Context: an optimization exercise on an open-source flow, tuned for small area and a short achievable clock period. The choices shown serve that exercise and are no tape-out recipe.
At most, simulation tests tie the RTL to the original design; equivalence was not proved.
Function not checked in run 2: the RTL went through the layout flow alone.
Power and IR drop assume default switching activity.

==> flow/design.v, too long to show whole: its modules and the start of the top module <==
// module alu_design: 808 lines
// module mt_fa: 4 lines
// module mt_ha: 4 lines
// module mt_inv: 3 lines
// module mt_nand: 3 lines
// module mt_and: 3 lines
// module mt_nor: 3 lines
// module mt_muxi: 3 lines
// module mt_aoi21: 3 lines
// module mt_oai21: 3 lines
// module mt_xor: 3 lines
// module mt_xnor: 3 lines
module alu_design #(parameter OPERAND_WIDTH = 16, parameter CMD_WIDTH = 4)(
	input CLK, RST, MODE, CE, CIN,
	input [CMD_WIDTH-1:0] CMD,
	input [1:0] INP_VALID,
	input [OPERAND_WIDTH-1:0] OPA, OPB,
	output reg ERR, OFLOW, E, G, L,
	output reg COUT,
	output reg [(2*OPERAND_WIDTH)-1:0] RES
);
  // ...
==> flow/flow/run.sh <==
#!/bin/bash
set -e
cp standard.sh standard_sh.txt
export BUFFER_PORTS_ARGS="-buffer_cell sky130_fd_sc_hd__buf_1"
bash standard.sh > standard.log 2>&1
==> flow/standard.sh <==
#!/bin/bash
# synth_recipe.tcl (not shown) runs the flow's synth.tcl, then flattens the netlist and writes it again
# the make line also repeats each setting of config.mk as NAME=value (left out here)
make -C /OpenROAD-flow-scripts/flow DESIGN_CONFIG=/design/flow/config.mk WORK_HOME=/design/flow/orfs CLKGATE_MAP_FILE= SYNTH_SCRIPT=/design/flow/synth_recipe.tcl "${@:-finish}"
==> flow/config.mk <==
export PLATFORM = sky130hd
export DESIGN_NAME = alu_design
export DESIGN_NICKNAME = alu_design
export VERILOG_FILES = /design/flow/design.v
export SDC_FILE = /design/flow/constraint.sdc
export NUM_CORES = 4
export LEC_CHECK = 0
export CAP_MARGIN = 20
export CORE_MARGIN = 2
export CORE_UTILIZATION = 50
export SETUP_SLACK_MARGIN = 4.8
export SLEW_MARGIN = 20
export SYNTH_HIERARCHICAL = 1
==> flow/constraint.sdc <==
create_clock -name core_clock -period 8.0 [get_ports {CLK}]
set_input_delay 1.6000 -clock core_clock [delete_from_list [all_inputs] [get_ports {CLK}]]
set_output_delay 1.6000 -clock core_clock [all_outputs]
set_load 0.01 [all_outputs]
==> notes.md, run 1 <==
- Initial antenna violation count: 0
- Async SR Flop Fraction: 0.321
- CP bufs+invs: 1
- Leading cell kind: multi-input gates
- Total length of routed met3 wires: 4.55 mm
- Path class of the lowest-slack min-delay path: flop to flop
- Drt first pass iters: 5
- Avg Cell Area, Syn: just over 10 µm²
- Total negative slack for setup checks: 0 ns
- Cell count after synthesis: 1761
- X dimension of the die: ~190 µm
- Run status: finished clean
- Power consumed by sequential cells: approximately 1.2 mW
- Switching power summed over all nets: between 1 and 1.5 mW
- Area fraction in and, or, nand and nor cells after synthesis: 0.139
- Finished Cell Area: between 20000 and 25000 µm²
- # Taps: about 460
- Most frequent cells after synthesis: 345 x sky130_fd_sc_hd__nor2_1, 230 x sky130_fd_sc_hd__fa_1, 143 x sky130_fd_sc_hd__ha_1
- Global-route wire length before repair: slightly below 90 mm
- Count of multi-input gates: between 1000 and 1500
- Count of input and output buffers: 80
- DR vias: roughly 14000
- Ratio of cells with drive above 1 in the final layout: 0.157
- Proportion of power drawn by flip-flops and latches: 0.363
- Terminating pin of the worst hold path: ERR$_DFF_PP0_
- Highest-count cells in the layout ignoring fill and taps: 334 x sky130_fd_sc_hd__nor2_1, 212 x sky130_fd_sc_hd__fa_1, 130 x sky130_fd_sc_hd__nand2_1
- CTS sink cnt: ~190
- Total Die Area: between 30000 and 40000 µm²
- Met2 layer wire length in the routed design: roughly 26 mm
- Critical path fanouts, max: 11
- Number of nets with antenna violations after detailed routing: 0
- Clk slew on worst S/H paths: approximately 0.07 ns
- Headroom to the max-slew limit: 0.276
- Number of rows created at floorplan: 69
- Count of final hold-check violations: 0
- Most frequent standard cell in the layout excluding fill and tap cells: sky130_fd_sc_hd__nor2_1
- Min setup slack post-route: ~4.8 ns
- Cell repeated most along the worst path: sky130_fd_sc_hd__fa_1
- Post-route insts no fill: ~2400
==> run 2: changes to the inputs <==
--- a/flow/design.v
+++ b/flow/design.v
@@ -15,111 +15,242 @@
 	                 (in_vB && (CMD == 4'd6 || CMD == 4'd7));
 	wire in_mul = in_v11 && (CMD == 4'd9 || CMD == 4'd10);
 	wire in_cmp = in_v11 && (CMD == 4'd8 || CMD == 4'd11 || CMD == 4'd12);
 	wire in_lok = (in_v11 && CMD <= 4'd13) ||
 	              (in_vA && (CMD == 4'd6 || CMD == 4'd8 || CMD == 4'd9)) ||
 	              (in_vB && (CMD == 4'd7 || CMD == 4'd10 || CMD == 4'd11));
 	wire in_rot_err = in_v11 && (CMD == 4'd12 || CMD == 4'd13) && (|OPB[15:5]);
 	wire in_err = MODE ? !(in_add_ok || in_mul || in_cmp) : (!in_lok || in_rot_err);
-	reg [3:0] in_lt;
-	always @(*) begin
-		case (CMD)
-			4'd0: in_lt = 4'b1000;    
-			4'd1: in_lt = 4'b0111;    
-			4'd2: in_lt = 4'b1110;    
-			4'd3: in_lt = 4'b0001;    
-			4'd4: in_lt = 4'b0110;    
-			4'd5: in_lt = 4'b1001;    
-			4'd6: in_lt = 4'b0011;    
-			4'd7: in_lt = 4'b0101;    
-			default: in_lt = 4'b0000;
-		endcase
-	end
-	reg [15:0] na_r, nb_r;
-	wire [15:0] a = ~na_r;
-	wire [15:0] b = ~nb_r;
-	reg m9;      
+	reg [15:0] a, b;
+	reg [3:0] cmd;
 	reg xb, yb, yi, c0, xs;
 	reg sgn;     
 	reg [3:0] rs;   
 	always @(posedge CLK) begin
-		na_r <= ~((CMD == 4'd10) ? {OPA[14:0], 1'b0} : OPA);
-		nb_r <= ~OPB;
-		m9 <= CMD[0];
+		a <= (CMD == 4'd10) ? {OPA[14:0], 1'b0} : OPA;
+		b <= OPB;
+		cmd <= CMD;
 		xb <= CMD == 4'd6 || CMD == 4'd7;
 		yb <= CMD <= 4'd3 || CMD == 4'd11 || CMD == 4'd12;
 		yi <= CMD == 4'd12 || (CMD <= 4'd7 && CMD[0]);
 		c0 <= CMD == 4'd12 || CMD == 4'd1 || CMD == 4'd4 || CMD == 4'd6 ||
 		      (CMD == 4'd2 && CIN) || (CMD == 4'd3 && !CIN);
 		xs <= CMD == 4'd11 || CMD == 4'd12;
 		sgn <= CMD != 4'd8;
 		rs <= (CMD == 4'd13) ? (4'd0 - OPB[3:0]) : OPB[3:0];
 	end
-	reg c_add, c_mul, c_arith, c_nerr, c_cmp;
-	reg [3:0] ltt;
-	reg l_sra, l_sla, l_srb, l_slb, l_rot;
+	reg c_add, c_mul, c_arith, c_log, c_nerr, c_cmp;
 	reg c_ofsub, c_ofsv, c_ofk, c_of11v, c_ofidle, c_cout;
 	always @(posedge CLK or posedge RST) begin
 		if (RST) begin
-			c_add <= 1'b0; c_mul <= 1'b0; c_arith <= 1'b0;
-			ltt <= 4'b0000;
-			l_sra <= 1'b0; l_sla <= 1'b0; l_srb <= 1'b0; l_slb <= 1'b0; l_rot <= 1'b0;
+			c_add <= 1'b0; c_mul <= 1'b0; c_arith <= 1'b0; c_log <= 1'b0;
 			c_nerr <= 1'b0; c_cmp <= 1'b0;
 			c_ofsub <= 1'b0; c_ofsv <= 1'b0; c_ofk <= 1'b0; c_of11v <= 1'b0;
 			c_ofidle <= 1'b0; c_cout <= 1'b0;
 		end else begin
 			c_add   <= CE && MODE && in_add_ok;
 			c_mul   <= CE && MODE && in_mul;
 			c_arith <= CE && MODE;
-			ltt     <= (CE && !MODE && in_lok) ? in_lt : 4'b0000;
-			l_sra   <= CE && !MODE && in_lok && CMD == 4'd8;
-			l_sla   <= CE && !MODE && in_lok && CMD == 4'd9;
-			l_srb   <= CE && !MODE && in_lok && CMD == 4'd10;
-			l_slb   <= CE && !MODE && in_lok && CMD == 4'd11;
-			l_rot   <= CE && !MODE && in_lok && (CMD == 4'd12 || CMD == 4'd13);
+			c_log   <= CE && !MODE && in_lok;
 			c_nerr  <= CE && !in_err;
 			c_cmp   <= CE && MODE && in_cmp;
 			c_ofsub <= CE && MODE && (CMD == 4'd1 || CMD == 4'd3 || CMD == 4'd5 || CMD == 4'd7);
 			c_ofsv  <= CE && MODE && (CMD == 4'd11 || CMD == 4'd12) && in_v11;
 			c_ofk   <= CE && MODE && !in_v11 && OPA[15] &&
 			           ((CMD == 4'd11 && OPB[15]) || (CMD == 4'd12 && !OPB[15]));
 			c_of11v <= CE && MODE && CMD == 4'd11 && in_v11;
 			c_ofidle <= CE && MODE && ((CMD == 4'd3 && CIN) || CMD == 4'd5 || CMD == 4'd7);
 			c_cout  <= CE && MODE && in_add_ok &&
 			           (CMD == 4'd0 || CMD == 4'd2 || CMD == 4'd4 || CMD == 4'd6 || CMD == 4'd11);
 		end
 	end
 	wire [15:0] ax = xb ? b : a;
 	wire [15:0] ay = (b & {16{yb}}) ^ {16{yi}};
 	wire xe = xs & ax[15];
 	wire ye = xs ? ay[15] : yi;
-	wire [16:0] sum = {xe, ax} + {ye, ay} + {16'b0, c0};
+	wire [16:0] sum;
+	wire [16:0] aa_s;
+	wire [138:0] aa_w;
+	mt_ha u_aa_h0 (.a(ax[0]), .b(ay[0]), .s(aa_w[0]), .co(aa_w[1]));
+	mt_ha u_aa_h1 (.a(ax[1]), .b(ay[1]), .s(aa_w[2]), .co(aa_w[3]));
+	mt_ha u_aa_h2 (.a(ax[2]), .b(ay[2]), .s(aa_w[4]), .co(aa_w[5]));
+	mt_ha u_aa_h3 (.a(ax[3]), .b(ay[3]), .s(aa_w[6]), .co(aa_w[7]));
+	mt_ha u_aa_h4 (.a(ax[4]), .b(ay[4]), .s(aa_w[8]), .co(aa_w[9]));
+	mt_ha u_aa_h5 (.a(ax[5]), .b(ay[5]), .s(aa_w[10]), .co(aa_w[11]));
+	mt_ha u_aa_h6 (.a(ax[6]), .b(ay[6]), .s(aa_w[12]), .co(aa_w[13]));
+	mt_ha u_aa_h7 (.a(ax[7]), .b(ay[7]), .s(aa_w[14]), .co(aa_w[15]));
+	mt_ha u_aa_h8 (.a(ax[8]), .b(ay[8]), .s(aa_w[16]), .co(aa_w[17]));
+	mt_ha u_aa_h9 (.a(ax[9]), .b(ay[9]), .s(aa_w[18]), .co(aa_w[19]));
+	mt_ha u_aa_h10 (.a(ax[10]), .b(ay[10]), .s(aa_w[20]), .co(aa_w[21]));
+	mt_ha u_aa_h11 (.a(ax[11]), .b(ay[11]), .s(aa_w[22]), .co(aa_w[23]));
+	mt_ha u_aa_h12 (.a(ax[12]), .b(ay[12]), .s(aa_w[24]), .co(aa_w[25]));
+	mt_ha u_aa_h13 (.a(ax[13]), .b(ay[13]), .s(aa_w[26]), .co(aa_w[27]));
+	mt_ha u_aa_h14 (.a(ax[14]), .b(ay[14]), .s(aa_w[28]), .co(aa_w[29]));
+	mt_ha u_aa_h15 (.a(ax[15]), .b(ay[15]), .s(aa_w[30]), .co(aa_w[31]));
+	mt_ha u_aa_h16 (.a(xe), .b(ye), .s(aa_w[32]), .co(aa_w[33]));
+	mt_aoi21 u_aa_g35 (.a(aa_w[1]), .b(aa_w[0]), .c(c0), .y(aa_w[34]));
+	mt_aoi21 u_aa_g36 (.a(aa_w[3]), .b(aa_w[2]), .c(aa_w[1]), .y(aa_w[35]));
+	mt_nand u_aa_p37 (.a(aa_w[2]), .b(aa_w[0]), .y(aa_w[36]));
+	mt_aoi21 u_aa_g38 (.a(aa_w[5]), .b(aa_w[4]), .c(aa_w[3]), .y(aa_w[37]));
+	mt_nand u_aa_p39 (.a(aa_w[4]), .b(aa_w[2]), .y(aa_w[38]));
+	mt_aoi21 u_aa_g40 (.a(aa_w[7]), .b(aa_w[6]), .c(aa_w[5]), .y(aa_w[39]));
+	mt_nand u_aa_p41 (.a(aa_w[6]), .b(aa_w[4]), .y(aa_w[40]));
+	mt_aoi21 u_aa_g42 (.a(aa_w[9]), .b(aa_w[8]), .c(aa_w[7]), .y(aa_w[41]));
+	mt_nand u_aa_p43 (.a(aa_w[8]), .b(aa_w[6]), .y(aa_w[42]));
+	mt_aoi21 u_aa_g44 (.a(aa_w[11]), .b(aa_w[10]), .c(aa_w[9]), .y(aa_w[43]));
+	mt_nand u_aa_p45 (.a(aa_w[10]), .b(aa_w[8]), .y(aa_w[44]));
+	mt_aoi21 u_aa_g46 (.a(aa_w[13]), .b(aa_w[12]), .c(aa_w[11]), .y(aa_w[45]));
+	mt_nand u_aa_p47 (.a(aa_w[12]), .b(aa_w[10]), .y(aa_w[46]));
+	mt_aoi21 u_aa_g48 (.a(aa_w[15]), .b(aa_w[14]), .c(aa_w[13]), .y(aa_w[47]));
+	mt_nand u_aa_p49 (.a(aa_w[14]), .b(aa_w[12]), .y(aa_w[48]));
+	mt_aoi21 u_aa_g50 (.a(aa_w[17]), .b(aa_w[16]), .c(aa_w[15]), .y(aa_w[49]));
+	mt_nand u_aa_p51 (.a(aa_w[16]), .b(aa_w[14]), .y(aa_w[50]));
+	mt_aoi21 u_aa_g52 (.a(aa_w[19]), .b(aa_w[18]), .c(aa_w[17]), .y(aa_w[51]));
+	mt_nand u_aa_p53 (.a(aa_w[18]), .b(aa_w[16]), .y(aa_w[52]));
+	mt_aoi21 u_aa_g54 (.a(aa_w[21]), .b(aa_w[20]), .c(aa_w[19]), .y(aa_w[53]));
+	mt_nand u_aa_p55 (.a(aa_w[20]), .b(aa_w[18]), .y(aa_w[54]));
+	mt_aoi21 u_aa_g56 (.a(aa_w[23]), .b(aa_w[22]), .c(aa_w[21]), .y(aa_w[55]));
+	mt_nand u_aa_p57 (.a(aa_w[22]), .b(aa_w[20]), .y(aa_w[56]));
+	mt_aoi21 u_aa_g58 (.a(aa_w[25]), .b(aa_w[24]), .c(aa_w[23]), .y(aa_w[57]));
+	mt_nand u_aa_p59 (.a(aa_w[24]), .b(aa_w[22]), .y(aa_w[58]));
+	mt_aoi21 u_aa_g60 (.a(aa_w[27]), .b(aa_w[26]), .c(aa_w[25]), .y(aa_w[59]));
+	mt_nand u_aa_p61 (.a(aa_w[26]), .b(aa_w[24]), .y(aa_w[60]));
+	mt_aoi21 u_aa_g62 (.a(aa_w[29]), .b(aa_w[28]), .c(aa_w[27]), .y(aa_w[61]));
+	mt_nand u_aa_p63 (.a(aa_w[28]), .b(aa_w[26]), .y(aa_w[62]));
+	mt_aoi21 u_aa_g64 (.a(aa_w[31]), .b(aa_w[30]), .c(aa_w[29]), .y(aa_w[63]));
+	mt_nand u_aa_p65 (.a(aa_w[30]), .b(aa_w[28]), .y(aa_w[64]));
+	mt_aoi21 u_aa_g66 (.a(aa_w[33]), .b(aa_w[32]), .c(aa_w[31]), .y(aa_w[65]));
+	mt_nand u_aa_p67 (.a(aa_w[32]), .b(aa_w[30]), .y(aa_w[66]));
+	mt_inv u_aa_i68 (.a(c0), .y(aa_w[67]));
+	mt_oai21 u_aa_g69 (.a(aa_w[35]), .b(aa_w[36]), .c(aa_w[67]), .y(aa_w[68]));
+	mt_oai21 u_aa_g70 (.a(aa_w[37]), .b(aa_w[38]), .c(aa_w[34]), .y(aa_w[69]));
+	mt_oai21 u_aa_g71 (.a(aa_w[39]), .b(aa_w[40]), .c(aa_w[35]), .y(aa_w[70]));
+	mt_nor u_aa_p72 (.a(aa_w[40]), .b(aa_w[36]), .y(aa_w[71]));
+	mt_oai21 u_aa_g73 (.a(aa_w[41]), .b(aa_w[42]), .c(aa_w[37]), .y(aa_w[72]));
+	mt_nor u_aa_p74 (.a(aa_w[42]), .b(aa_w[38]), .y(aa_w[73]));
+	mt_oai21 u_aa_g75 (.a(aa_w[43]), .b(aa_w[44]), .c(aa_w[39]), .y(aa_w[74]));
+	mt_nor u_aa_p76 (.a(aa_w[44]), .b(aa_w[40]), .y(aa_w[75]));
+	mt_oai21 u_aa_g77 (.a(aa_w[45]), .b(aa_w[46]), .c(aa_w[41]), .y(aa_w[76]));
+	mt_nor u_aa_p78 (.a(aa_w[46]), .b(aa_w[42]), .y(aa_w[77]));
+	mt_oai21 u_aa_g79 (.a(aa_w[47]), .b(aa_w[48]), .c(aa_w[43]), .y(aa_w[78]));
+	mt_nor u_aa_p80 (.a(aa_w[48]), .b(aa_w[44]), .y(aa_w[79]));
+	mt_oai21 u_aa_g81 (.a(aa_w[49]), .b(aa_w[50]), .c(aa_w[45]), .y(aa_w[80]));
+	mt_nor u_aa_p82 (.a(aa_w[50]), .b(aa_w[46]), .y(aa_w[81]));
+	mt_oai21 u_aa_g83 (.a(aa_w[51]), .b(aa_w[52]), .c(aa_w[47]), .y(aa_w[82]));
+	mt_nor u_aa_p84 (.a(aa_w[52]), .b(aa_w[48]), .y(aa_w[83]));
+	mt_oai21 u_aa_g85 (.a(aa_w[53]), .b(aa_w[54]), .c(aa_w[49]), .y(aa_w[84]));
+	mt_nor u_aa_p86 (.a(aa_w[54]), .b(aa_w[50]), .y(aa_w[85]));
+	mt_oai21 u_aa_g87 (.a(aa_w[55]), .b(aa_w[56]), .c(aa_w[51]), .y(aa_w[86]));
+	mt_nor u_aa_p88 (.a(aa_w[56]), .b(aa_w[52]), .y(aa_w[87]));
+	mt_oai21 u_aa_g89 (.a(aa_w[57]), .b(aa_w[58]), .c(aa_w[53]), .y(aa_w[88]));
+	mt_nor u_aa_p90 (.a(aa_w[58]), .b(aa_w[54]), .y(aa_w[89]));
+	mt_oai21 u_aa_g91 (.a(aa_w[59]), .b(aa_w[60]), .c(aa_w[55]), .y(aa_w[90]));
+	mt_nor u_aa_p92 (.a(aa_w[60]), .b(aa_w[56]), .y(aa_w[91]));
+	mt_oai21 u_aa_g93 (.a(aa_w[61]), .b(aa_w[62]), .c(aa_w[57]), .y(aa_w[92]));
+	mt_nor u_aa_p94 (.a(aa_w[62]), .b(aa_w[58]), .y(aa_w[93]));
+	mt_oai21 u_aa_g95 (.a(aa_w[63]), .b(aa_w[64]), .c(aa_w[59]), .y(aa_w[94]));
+	mt_nor u_aa_p96 (.a(aa_w[64]), .b(aa_w[60]), .y(aa_w[95]));
+	mt_oai21 u_aa_g97 (.a(aa_w[65]), .b(aa_w[66]), .c(aa_w[61]), .y(aa_w[96]));
+	mt_nor u_aa_p98 (.a(aa_w[66]), .b(aa_w[62]), .y(aa_w[97]));
+	mt_aoi21 u_aa_g99 (.a(aa_w[70]), .b(aa_w[71]), .c(c0), .y(aa_w[98]));
+	mt_inv u_aa_i100 (.a(aa_w[34]), .y(aa_w[99]));
+	mt_aoi21 u_aa_g101 (.a(aa_w[72]), .b(aa_w[73]), .c(aa_w[99]), .y(aa_w[100]));
+	mt_aoi21 u_aa_g102 (.a(aa_w[74]), .b(aa_w[75]), .c(aa_w[68]), .y(aa_w[101]));
+	mt_aoi21 u_aa_g103 (.a(aa_w[76]), .b(aa_w[77]), .c(aa_w[69]), .y(aa_w[102]));
+	mt_aoi21 u_aa_g104 (.a(aa_w[78]), .b(aa_w[79]), .c(aa_w[70]), .y(aa_w[103]));
+	mt_nand u_aa_p105 (.a(aa_w[79]), .b(aa_w[71]), .y(aa_w[104]));
+	mt_aoi21 u_aa_g106 (.a(aa_w[80]), .b(aa_w[81]), .c(aa_w[72]), .y(aa_w[105]));
+	mt_nand u_aa_p107 (.a(aa_w[81]), .b(aa_w[73]), .y(aa_w[106]));
+	mt_aoi21 u_aa_g108 (.a(aa_w[82]), .b(aa_w[83]), .c(aa_w[74]), .y(aa_w[107]));
+	mt_nand u_aa_p109 (.a(aa_w[83]), .b(aa_w[75]), .y(aa_w[108]));
+	mt_aoi21 u_aa_g110 (.a(aa_w[84]), .b(aa_w[85]), .c(aa_w[76]), .y(aa_w[109]));
+	mt_nand u_aa_p111 (.a(aa_w[85]), .b(aa_w[77]), .y(aa_w[110]));
+	mt_aoi21 u_aa_g112 (.a(aa_w[86]), .b(aa_w[87]), .c(aa_w[78]), .y(aa_w[111]));
+	mt_nand u_aa_p113 (.a(aa_w[87]), .b(aa_w[79]), .y(aa_w[112]));
+	mt_aoi21 u_aa_g114 (.a(aa_w[88]), .b(aa_w[89]), .c(aa_w[80]), .y(aa_w[113]));
+	mt_nand u_aa_p115 (.a(aa_w[89]), .b(aa_w[81]), .y(aa_w[114]));
+	mt_aoi21 u_aa_g116 (.a(aa_w[90]), .b(aa_w[91]), .c(aa_w[82]), .y(aa_w[115]));
+	mt_nand u_aa_p117 (.a(aa_w[91]), .b(aa_w[83]), .y(aa_w[116]));
+	mt_aoi21 u_aa_g118 (.a(aa_w[92]), .b(aa_w[93]), .c(aa_w[84]), .y(aa_w[117]));
+	mt_nand u_aa_p119 (.a(aa_w[93]), .b(aa_w[85]), .y(aa_w[118]));
+	mt_aoi21 u_aa_g120 (.a(aa_w[94]), .b(aa_w[95]), .c(aa_w[86]), .y(aa_w[119]));
+	mt_nand u_aa_p121 (.a(aa_w[95]), .b(aa_w[87]), .y(aa_w[120]));
+	mt_aoi21 u_aa_g122 (.a(aa_w[96]), .b(aa_w[97]), .c(aa_w[88]), .y(aa_w[121]));
+	mt_nand u_aa_p123 (.a(aa_w[97]), .b(aa_w[89]), .y(aa_w[122]));
+	mt_oai21 u_aa_g124 (.a(aa_w[103]), .b(aa_w[104]), .c(aa_w[67]), .y(aa_w[123]));
+	mt_oai21 u_aa_g125 (.a(aa_w[105]), .b(aa_w[106]), .c(aa_w[34]), .y(aa_w[124]));
+	mt_inv u_aa_i126 (.a(aa_w[68]), .y(aa_w[125]));
+	mt_oai21 u_aa_g127 (.a(aa_w[107]), .b(aa_w[108]), .c(aa_w[125]), .y(aa_w[126]));
+	mt_inv u_aa_i128 (.a(aa_w[69]), .y(aa_w[127]));
+	mt_oai21 u_aa_g129 (.a(aa_w[109]), .b(aa_w[110]), .c(aa_w[127]), .y(aa_w[128]));
+	mt_oai21 u_aa_g130 (.a(aa_w[111]), .b(aa_w[112]), .c(aa_w[98]), .y(aa_w[129]));
+	mt_oai21 u_aa_g131 (.a(aa_w[113]), .b(aa_w[114]), .c(aa_w[100]), .y(aa_w[130]));
+	mt_oai21 u_aa_g132 (.a(aa_w[115]), .b(aa_w[116]), .c(aa_w[101]), .y(aa_w[131]));
+	mt_oai21 u_aa_g133 (.a(aa_w[117]), .b(aa_w[118]), .c(aa_w[102]), .y(aa_w[132]));
+	mt_oai21 u_aa_g134 (.a(aa_w[119]), .b(aa_w[120]), .c(aa_w[103]), .y(aa_w[133]));
+	mt_nor u_aa_p135 (.a(aa_w[120]), .b(aa_w[104]), .y(aa_w[134]));
+	mt_oai21 u_aa_g136 (.a(aa_w[121]), .b(aa_w[122]), .c(aa_w[105]), .y(aa_w[135]));
+	mt_nor u_aa_p137 (.a(aa_w[122]), .b(aa_w[106]), .y(aa_w[136]));
+	mt_aoi21 u_aa_g138 (.a(aa_w[133]), .b(aa_w[134]), .c(c0), .y(aa_w[137]));
+	mt_aoi21 u_aa_g139 (.a(aa_w[135]), .b(aa_w[136]), .c(aa_w[99]), .y(aa_w[138]));
+	mt_xor u_aa_x0 (.a(aa_w[0]), .b(c0), .y(aa_s[0]));
+	mt_xnor u_aa_x1 (.a(aa_w[2]), .b(aa_w[34]), .y(aa_s[1]));
+	mt_xor u_aa_x2 (.a(aa_w[4]), .b(aa_w[68]), .y(aa_s[2]));
+	mt_xor u_aa_x3 (.a(aa_w[6]), .b(aa_w[69]), .y(aa_s[3]));
+	mt_xnor u_aa_x4 (.a(aa_w[8]), .b(aa_w[98]), .y(aa_s[4]));
+	mt_xnor u_aa_x5 (.a(aa_w[10]), .b(aa_w[100]), .y(aa_s[5]));
+	mt_xnor u_aa_x6 (.a(aa_w[12]), .b(aa_w[101]), .y(aa_s[6]));
+	mt_xnor u_aa_x7 (.a(aa_w[14]), .b(aa_w[102]), .y(aa_s[7]));
+	mt_xor u_aa_x8 (.a(aa_w[16]), .b(aa_w[123]), .y(aa_s[8]));
+	mt_xor u_aa_x9 (.a(aa_w[18]), .b(aa_w[124]), .y(aa_s[9]));
+	mt_xor u_aa_x10 (.a(aa_w[20]), .b(aa_w[126]), .y(aa_s[10]));
+	mt_xor u_aa_x11 (.a(aa_w[22]), .b(aa_w[128]), .y(aa_s[11]));
+	mt_xor u_aa_x12 (.a(aa_w[24]), .b(aa_w[129]), .y(aa_s[12]));
+	mt_xor u_aa_x13 (.a(aa_w[26]), .b(aa_w[130]), .y(aa_s[13]));
+	mt_xor u_aa_x14 (.a(aa_w[28]), .b(aa_w[131]), .y(aa_s[14]));
+	mt_xor u_aa_x15 (.a(aa_w[30]), .b(aa_w[132]), .y(aa_s[15]));
+	mt_xnor u_aa_x16 (.a(aa_w[32]), .b(aa_w[137]), .y(aa_s[16]));
+	assign sum = aa_s;
 	wire eq = a == b;
 	wire lt = {a[15] ^ sgn, a[14:0]} < {b[15] ^ sgn, b[14:0]};
 	wire [15:0] r1, r2, r3, rot;
 	genvar ri;
 	generate for (ri = 0; ri < 16; ri = ri + 1) begin : g_rot
 		mt_muxi u_r1 (.s(rs[0]), .d1(a[(ri + 15) % 16]), .d0(a[ri]), .y(r1[ri]));
 		mt_muxi u_r2 (.s(rs[1]), .d1(r1[(ri + 14) % 16]), .d0(r1[ri]), .y(r2[ri]));
 		mt_muxi u_r3 (.s(rs[2]), .d1(r2[(ri + 12) % 16]), .d0(r2[ri]), .y(r3[ri]));
 		mt_muxi u_r4 (.s(rs[3]), .d1(r3[(ri + 8) % 16]), .d0(r3[ri]), .y(rot[ri]));
 	end endgenerate
-	wire [15:0] lres = (a & b & {16{ltt[3]}}) | (a & ~b & {16{ltt[2]}}) |
-	                   (~a & b & {16{ltt[1]}}) | (~a & ~b & {16{ltt[0]}}) |
-	                   ({1'b0, a[15:1]} & {16{l_sra}}) | ({a[14:0], 1'b0} & {16{l_sla}}) |
-	                   ({1'b0, b[15:1]} & {16{l_srb}}) | ({b[14:0], 1'b0} & {16{l_slb}}) |
-	                   (rot & {16{l_rot}});
+	reg [15:0] lres;
+	always @(*) begin
+		case (cmd)
+			4'd0: lres = a & b;
+			4'd1: lres = ~(a & b);
+			4'd2: lres = a | b;
+			4'd3: lres = ~(a | b);
+			4'd4: lres = a ^ b;
+			4'd5: lres = ~(a ^ b);
+			4'd6: lres = ~a;
+			4'd7: lres = ~b;
+			4'd8: lres = a >> 1;
+			4'd9: lres = a << 1;
+			4'd10: lres = b >> 1;
+			4'd11: lres = b << 1;
+			default: lres = rot;
+		endcase
+	end
+	wire m9 = cmd[0];
 	wire [31:0] ts, tc, td;
 	wire [15:0] na, nb, pp [0:15];
 	wire [15:0] a9, b9;
 	genvar gi, gj;
 	generate for (gi = 0; gi < 16; gi = gi + 1) begin : g_in
-		assign na[gi] = na_r[gi];
-		assign nb[gi] = nb_r[gi];
+		mt_inv u_na (.a(a[gi]), .y(na[gi]));
+		mt_inv u_nb (.a(b[gi]), .y(nb[gi]));
 		mt_and u_a9 (.a(a[gi]), .b(m9), .y(a9[gi]));
 		mt_and u_b9 (.a(b[gi]), .b(m9), .y(b9[gi]));
 		for (gj = 0; gj < 16; gj = gj + 1) begin : g_pp
 			mt_nor u_pp (.a(na[gi]), .b(nb[gj]), .y(pp[gi][gj]));
 		end
 	end endgenerate
 	wire [204:0] fs, fc;
 	wire [28:0] hs, hc;
@@ -767,17 +898,17 @@
 	mt_xnor u_pk_x27 (.a(pk_w[54]), .b(pk_w[279]), .y(pk_s[27]));
 	mt_xnor u_pk_x28 (.a(pk_w[56]), .b(pk_w[280]), .y(pk_s[28]));
 	mt_xnor u_pk_x29 (.a(PS[30]), .b(pk_w[281]), .y(pk_s[29]));
 	mt_xnor u_pk_x30 (.a(PS[31]), .b(pk_w[282]), .y(pk_s[30]));
 	assign P = {pk_s, sb_s[0]};
 	wire pv = c_mul & pvalid;
 	wire [31:0] res_n = {{15{pv}} & P[31:17],
 	                     (c_add & sum[16]) | (pv & P[16]),
-	                     ({16{c_add}} & sum[15:0]) | lres | ({16{pv}} & P[15:0])};
+	                     ({16{c_add}} & sum[15:0]) | ({16{c_log}} & lres) | ({16{pv}} & P[15:0])};
 	wire ovf_s = (ax[15] ~^ ay[15]) & (sum[15] ^ ax[15]);
 	wire oflow_n = (c_ofsub & sum[16]) | (c_ofsv & ovf_s) | c_ofk;
 	wire oflow_idle_n = c_ofidle | (c_of11v & sum[15]);
 	wire cout_n = c_cout & sum[16];
 	reg oflow_idle;
 	always @(posedge CLK or posedge RST) begin
 		if (RST) begin
 			RES <= 32'd0;
==> flow/config.mk (replaced) <==
export PLATFORM = sky130hd
export DESIGN_NAME = alu_design
export DESIGN_NICKNAME = alu_design
export VERILOG_FILES = /design/flow/design.v
export SDC_FILE = /design/flow/constraint.sdc
export NUM_CORES = 4
export LEC_CHECK = 0
export CAP_MARGIN = 20
export CORE_MARGIN = 2
export CORE_UTILIZATION = 40
export SETUP_SLACK_MARGIN = 4.8
export SLEW_MARGIN = 20
export SYNTH_HIERARCHICAL = 1
==> run 2 against run 1 <==
Sequential share of layout area down 2.7 points. Critical path depth increased by 1. Non-clock buffer count grew 65. Still clean. Worst hold slack better by 0.013 ns. Die area up 30%. Clock power increased by 0.6%. Sequential power is 3% lower.
==> notes.md, run 2 <==
- Run status: finished clean
- Average vias per placed instance: 5.90
- Synth warnings: 7
- Final setup violation count: 0
- Total power density per cell area: around 160 nW/µm²
- Maximum capacitance violations: 0
- Synth top area cells: sky130_fd_sc_hd__fa_1 24%, sky130_fd_sc_hd__edfxtp_1 13%, sky130_fd_sc_hd__ha_1 8.2%
- Worst setup slack for register-to-register paths: ~4.7 ns
- Boundary Pins: between 80 and 90
- TritonCTS clock tree: done
- Overall routed net length: 69.1 mm
- Layout-stage area growth over the synthesis result: 18.6%
- X dimension of the die: 221 µm (+14%)
- Core Area: between 40000 and 50000 µm²
- Finished Cell Area: 22300 µm² (+8.5%)
- CP max-delay cell: sky130_fd_sc_hd__fa_2
- CTS sink cnt: 181 (-3.2%)
- Path class of the lowest-slack min-delay path: flop to flop
- Max Freq: between 300 and 400 MHz
- Cell family with the largest share of critical-path delay: adder cells
- Global-route wire length before repair: 104 mm (+20%)
- DIE HEIGHT: between 200 and 250 µm
- Number of rows created at floorplan: 79 (+14%)
- Post-route insts no fill: 2720 (+14%)
- Syn_nets: around 2300
- Avg Cell Area, Syn: 9.83 µm² (-3.4%)
- Cell Count Post-Placement: about 2600
- Hold_sp: c_nerr$_DFF_PP0_
- Total negative slack for setup checks: 0 ns (unchanged)
- Post-synthesis cell type count: 65
- Netlist area before placement: approximately 19000 µm²
- Final period utilization: 0.412
- Largest registers ranked by flip-flop count: PS x32, RES x32, PC x29
- Global-route total usage across every layer: 0.294
- Leakage component of the power: 9.11 nW
- Source-to-sink clock delay at the later pin of the worst-skew pair: 0.50 ns
- Routed wire per std cell: 25.4 µm
- Crit start category: flop
- Drt first pass iters: 6 (+1)
- Worst setup path class: flop to flop
- Post-Place Cell Area: approximately 20000 µm²
- Number of H-tree levels: 4
- Headroom to the max-slew limit: 0.297 (+0.0205)
- Peak ir drop on the vdd network: around 0.13 mV
- Sequential fraction of the synthesis area: 0.251
- Worst reg2reg endpoint: PD[15]$_DFFE_PP_
- Series of cell instances along the critical path: buf_6 -> clkinvlp_4 -> nor2_4 -> fa_2 -> fa_2 -> fa_1 -> fa_2 -> fa_2
- Pin count of the biggest net entering global routing: 81
- Highest-count cells in the layout ignoring fill and taps: 298 x sky130_fd_sc_hd__nor2_1, 174 x sky130_fd_sc_hd__fa_1, 172 x sky130_fd_sc_hd__nand2_1
- Final Max Tran Viols: 0
- Final total power: 3.46 mW
- Cell repeated most along the worst path: sky130_fd_sc_hd__fa_2
- Worst EP required: approximately 8.3 ns
- Final-stage net count: ~2500
- Number of fill cells: about 4300
- Worst setup EP type: flop
- Instance count along the most critical hold path: 1
- Slew at the pin closest to its max-slew limit: between 1 and 1.5 ns
- Final core utilization: 0.480
- Number of global-route vias before repair: ~16000
- DR vias: 16100 (+12%)
- Synth Register Bits: around 180
- Antenna diode count: 0
- Data arrival time of the critical path: 3.54 ns
- Async SR Flop Fraction: 0.287 (-0.0336)
- Number of synthesized flops with an enable pin: between 80 and 90
- Largest area contributor in the netlist: sky130_fd_sc_hd__fa_1
- Initial Utilization: 0.404
- Clk slew on worst S/H paths: 0.08 ns (about the same)
- Gpl congestion: between 1 and 1.5
- HPWL after detailed placement: 49.2 mm
- Total CTS buffers: 17
- Worst Reg-to-Reg Cells: 8
- CP bufs+invs: 2 (+1)
- Count of final hold-check violations: 0 (unchanged)
- DRC Markers: 0
- Critical path fanouts, max: 4 (-7)
- CTS Hold Bufs: 0
- Iteration-0 DRC count of the detailed router: between 1500 and 2000
- Count of input and output buffers: 80 (unchanged)
- Max clock buf depth: 2
- Ratio of cells with drive above 1 in the final layout: 0.237 (+0.0804)
- Total Die Area: 48700 µm² (+30%)
- Number of nets with antenna violations after detailed routing: 0 (unchanged)
- Terminating pin of the worst hold path: ERR$_DFF_PP0_
- Most frequent standard cell in the layout excluding fill and tap cells: sky130_fd_sc_hd__nor2_1
- Initial antenna violation count: 2 (+2)
- Biggest cell delay along the critical path: 0.55 ns
- Setup repair after global routing missed its margin: yes
- CTS root buf: sky130_fd_sc_hd__clkbuf_16
- Reg2reg start: a[0]$_SDFF_PN0_
- Cell count after synthesis: 1911 (+8.5%)
- Final global-route overflow total: 0
- Yosys top cell area share: 0.243
- Most used standard cell by instance count after synthesis: sky130_fd_sc_hd__nor2_1
- Commonest register cell after synthesis: sky130_fd_sc_hd__edfxtp_1
- Final period demand of the worst path: 3.29 ns
- Final setup skew: between 0.015 and 0.02 ns
- Most frequent cells after synthesis: 344 x sky130_fd_sc_hd__nor2_1, 228 x sky130_fd_sc_hd__fa_1, 172 x sky130_fd_sc_hd__nand2_1
## run 2: changes by cell type after synthesis, sizes merged, moves of 13 or more
cell	previous run	this run
mux2i	93	80
o2bb2ai	1	15
a221oi	30	15
xor2	14	34
a21oi	107	128
nand2	132	172
mux2	2	19
o21ai	113	143
ha	143	123
buf	9	36
## run 2: metal layers
| metal | up-vias | share of wire | global-route usage |
|---|---|---|---|
| met2 | 826 | 0.45 | 0.450 |
| met3 | 195 | 0.086 | 0.0686 |
| met1 | 8059 | 0.41 | 0.392 |
| li1 | 6968 | - | - |
| met5 | - | 0.00056 | 0 |
| met4 | 6 | 0.056 | 0.147 |
## run 2: report_power, final
group          leakage (nW)  switching (mW)  internal (mW)
clock network         0.285           0.459          0.417
registers              1.90          0.0510           1.08
logic                  6.93           0.832          0.617
## run 2: kinds of logic after synthesis
logic type | count (synthesis) | share of synthesized area
and+or+nand+nor | 631 | 0.141
AOI/OAI and AO/OA | 403 | 0.149
adders and majority gates | 351 | 0.325
DFF | 181 | 0.251
buffers and inverters | 152 | 0.0356
muxes | 100 | 0.0552
xor gates and xnor gates | 92 | 0.0429
other | 1 | 0.000200
## run 2: final cells by class
type / count / area, µm² / share of cell area
multi-input cells: 1578 / 13900 / 0.625
flip-flops and latches: 181 / 4830 / 0.217
well taps: 607 / 759 / 0.0341
inverters: 95 / 537 / 0.0241
clock inverters: 14 / 146 / 0.00657
clock buffers: 18 / 429 / 0.0193
repair buffers: 227 / 1650 / 0.0742
## run 2: metrics by stage
step,setup WS [ns],hold slack (ns)
2_1_floorplan,4.66,0.373
3_3_place_gp,4.10,0.438
3_5_place_dp,4.03,0.409
4_1_cts,4.73,0.425
5_1_grt,4.64,0.445
6_report,4.71,0.424
## run 2: modules after synthesis, one instance, submodules excluded, excerpt
module	times used	area, µm²	cells
mt_inv	44	3.75	1
mt_fa	228	20.0	1
mt_xnor	25	8.76	1
mt_oai21	74	5.00	1
mt_nor	310	3.75	1
mt_xor	22	8.76	1
## run 2: worst max path at each step
stage                               start                 end  slack (ns)  cells after the start
final                     a[0]$_SDFF_PN0_    PD[15]$_DFFE_PP_        4.71                      8
after global routing      a[0]$_SDFF_PN0_    PD[15]$_DFFE_PP_        4.64                      8
after CTS                 a[0]$_SDFF_PN0_    PD[16]$_DFFE_PP_        4.73                      8
after detailed placement    a[15]$_DFF_P_    PD[17]$_DFFE_PP_        4.03                      7
after global placement                 CE  RES[9]$_DFFE_PP0P_        4.10                      7
after floorplan             rs[0]$_DFF_P_    PD[16]$_DFFE_PP_        4.66                      7
## run 2: repair_timing
action                                  in CTS  in global routing
resized for setup                          202                102
endpoints found under the hold margin        0                  0
pin swaps                                   30                 56
cloned                                       0                  0
endpoints found under the setup margin      54                 42
buffers inserted                           108                 20

## afterwards: timing with drivers on the ports
Ports are ideal in the flow. The routed layouts listed here were re-timed in OpenROAD.
Step 1 assumes that a clkbuf_16 drives the clock port and a buf_2 every other input.
Step 2, shift: input delay + t, output delay - t, t = (earliest + latest rising clock arrival at the registers) / 2. This alone moves slack from input paths to output paths.
Three values: no drivers, after step 1, after step 2; two values: the first two.
run | t (ns) | slack for setup (ns) | pins driven straight from the clock port
run 1 | 0.508 | 4.795 / 4.795 / 4.414 | 1
run 2 | 0.550 | 4.705 / 4.705 / 4.314 | 1
After both steps setup and hold are still met in every run listed. For run 2, which loses most, drivers alone change the setup slack by 0.000 ns; drivers and shift together by -0.391 ns.
